From an optimization exercise on the open Yosys and OpenROAD flow, aimed at small area; shortcuts taken in it are not production practice. Function was checked by simulation only, so behaviour that the tests miss may differ from the original. Power is estimated from default activity; no workload was simulated.

// WcaUpConverter
module WcaUpConverter
(
	input              clock,
	input              reset,
	input              enable,
	input  wire [7:0]  cfg,
	input  wire        strobe_cic,
	input  wire [31:0] phase_cordic,
	input  wire [3:0]  log2_rate,
	input  wire        strobe_if,
	input  wire [31:0] iq_bb_in,
	output reg  [23:0] iq_if_out
);
==> flow/config.mk <==
export PLATFORM = sky130hd
export DESIGN_NAME = WcaUpConverter
export DESIGN_NICKNAME = WcaUpConverter
export VERILOG_FILES = /design/flow/design.v
export SDC_FILE = /design/flow/constraint.sdc
export NUM_CORES = 4
export LEC_CHECK = 0
export CAP_MARGIN = 20
export CORE_MARGIN = 2
export CORE_UTILIZATION = 70
export CTS_CLUSTER_DIAMETER = 120
export CTS_CLUSTER_SIZE = 24
export SLEW_MARGIN = 20
==> flow/constraint.sdc <==
create_clock -name core_clock -period 8.0 [get_ports {clock}]
set_input_delay 1.6000 -clock core_clock [delete_from_list [all_inputs] [get_ports {clock}]]
set_output_delay 1.6000 -clock core_clock [all_outputs]
set_load 0.01 [all_outputs]
standard.sh (not shown) runs the stock make flow with config.mk's settings and CLKGATE_MAP_FILE= SYNTH_SCRIPT=/design/flow/synth_recipe.tcl, a recipe that flattens the netlist after the stock synthesis.
==> flow/flow/run.sh <==
#!/bin/bash
# Layout flow: the standard layout (standard.sh) with these changes:
# - synthesis: yosys 'synth' runs with -noabc, so its generic ABC pass does
#   not restructure the explicitly written ripple-carry adders before
#   extract_fa maps them to full-adder cells; and the final ABC mapping uses
#   flow/abc.script (area-oriented mapping, &nf -a) instead of ORFS's speed
#   script. Registers, their names and cell types are those of the standard
#   synthesis; only the combinational mapping differs.
# - every input and output port is still buffered, with the smallest buffer
#   (buf_1) instead of the cell buffer_ports picks by default
#   (clkdlybuf4s50_1); the resizer still upsizes or adds buffers where
#   timing, slew or fanout need it.
# Each tool's output is logged here (make.log) and by ORFS under orfs/logs/.
set -euo pipefail
here=$(pwd)
flowdir=$(cd "$(dirname "${BASH_SOURCE[0]}")" && pwd)
std_first='proc synth {args} { yosys synth -nofsm -noshare {*}$args }'
if [[ "$(head -1 synth_recipe.tcl)" != "$std_first" ]]; then
  echo "unexpected first line in synth_recipe.tcl" >&2
  exit 1
fi
cp "$flowdir/abc.script" "$here/abc_custom.script"
{
  echo 'proc synth {args} { yosys synth -nofsm -noshare -noabc {*}$args }'
  echo "proc abc {args} { set i [lsearch -exact \$args -script]; if {\$i >= 0} { lset args [expr {\$i+1}] $here/abc_custom.script }; yosys abc {*}\$args }"
  tail -n +2 synth_recipe.tcl
} > "$here/synth_recipe_custom.tcl"
sed "s#SYNTH_SCRIPT=[^ ]*#SYNTH_SCRIPT=$here/synth_recipe_custom.tcl#" standard.sh > "$here/standard_custom.sh"
grep -q "SYNTH_SCRIPT=$here/synth_recipe_custom.tcl" "$here/standard_custom.sh"
BUFFER_PORTS_ARGS="-buffer_cell sky130_fd_sc_hd__buf_1" bash "$here/standard_custom.sh" > "$here/make.log" 2>&1
==> flow/flow/abc.script <==
&get -n
&st
&dch
&nf -a
&put
topo
stime -c
dnsize -c
Next try:
==> flow/flow/abc.script (replaced) <==
&get -n
&st
&dch
&nf -a
&st
&dc2
&dch
&nf -a
&put
topo
stime -c
buffer -c
upsize -c
dnsize -c
Settings changed: CTS_BUF_LIST set to sky130_fd_sc_hd__clkbuf_8, CTS_CLUSTER_DIAMETER 120 to 100, CTS_CLUSTER_SIZE 24 to 14.
What happened: The changed run finished clean. Clock-buffer cell count rises by 13. Clock skew rises by 0.010 ns. Worst hold slack got worse by 0.0030 ns. Synthesized area rises by 1.6%. Routed wire length rises by 2.6%.
Next try:
Settings changed: CORE_UTILIZATION 70 to 80, CTS_BUF_LIST sky130_fd_sc_hd__clkbuf_8 to unset, CTS_CLUSTER_DIAMETER 100 to 120, CTS_CLUSTER_SIZE 14 to 24.
Outcome: The changed run went through all stages and came out clean. Routed wire length came out higher by about 9%. Maximum frequency came out lower by 2.2%. Sequential cell count does not change. Worst setup slack is worse by 0.16 ns. Global-route usage came out higher by 7.0 points. Sequential share of layout area came out higher by 0.11 points. Synthesized area stays the same.
Next try:
==> flow/flow/abc.script (replaced) <==
&get -n
&st
&dch
&nf -a
&put
topo
stime -c
buffer -c
upsize -c
dnsize -c
Settings changed: CORE_UTILIZATION 80 to 70.
The changed run ran to the end with no violations.
Die area rises by 15%.
Synthesized area climbs by 0.81%.
Combinational power increases by about 4%.
Via count decreases by 4.1%.
Worst setup slack improves by 0.16 ns.
Worst hold slack improved by 0.0098 ns.

## port drivers added, routing unchanged
No port has a modelled driver above. Below, the same layouts with a new extraction and two added sets of constraints.
Step 1: set_driving_cell puts a clkbuf_16 on clock and a buf_2 on each other input, an assumption about the parent block.
Step 2 also shifts input and output timing later by t, the mid clock arrival at the registers, as if the neighbouring blocks saw the same clock.
Slacks: ideal ports / drivers / drivers and shift; pairs: ideal ports / drivers.
run | t, ns | setup slack, ns | worst setup path after step 2 | worst slew at a driven data input, ns | cell pins on the clock port's net
the first run | 0.680 | 0.849 / 0.849 / 0.849 | register to register | 0.11 | 1
the second run | 0.766 | 0.918 / 0.918 / 0.918 | register to register | 0.09 | 1
the third run | 0.685 | 0.760 / 0.760 / 0.760 | register to register | 0.08 | 1
the fourth run | 0.675 | 0.919 / 0.919 / 0.919 | register to register | 0.14 | 1
After both steps every run listed still meets setup and hold.
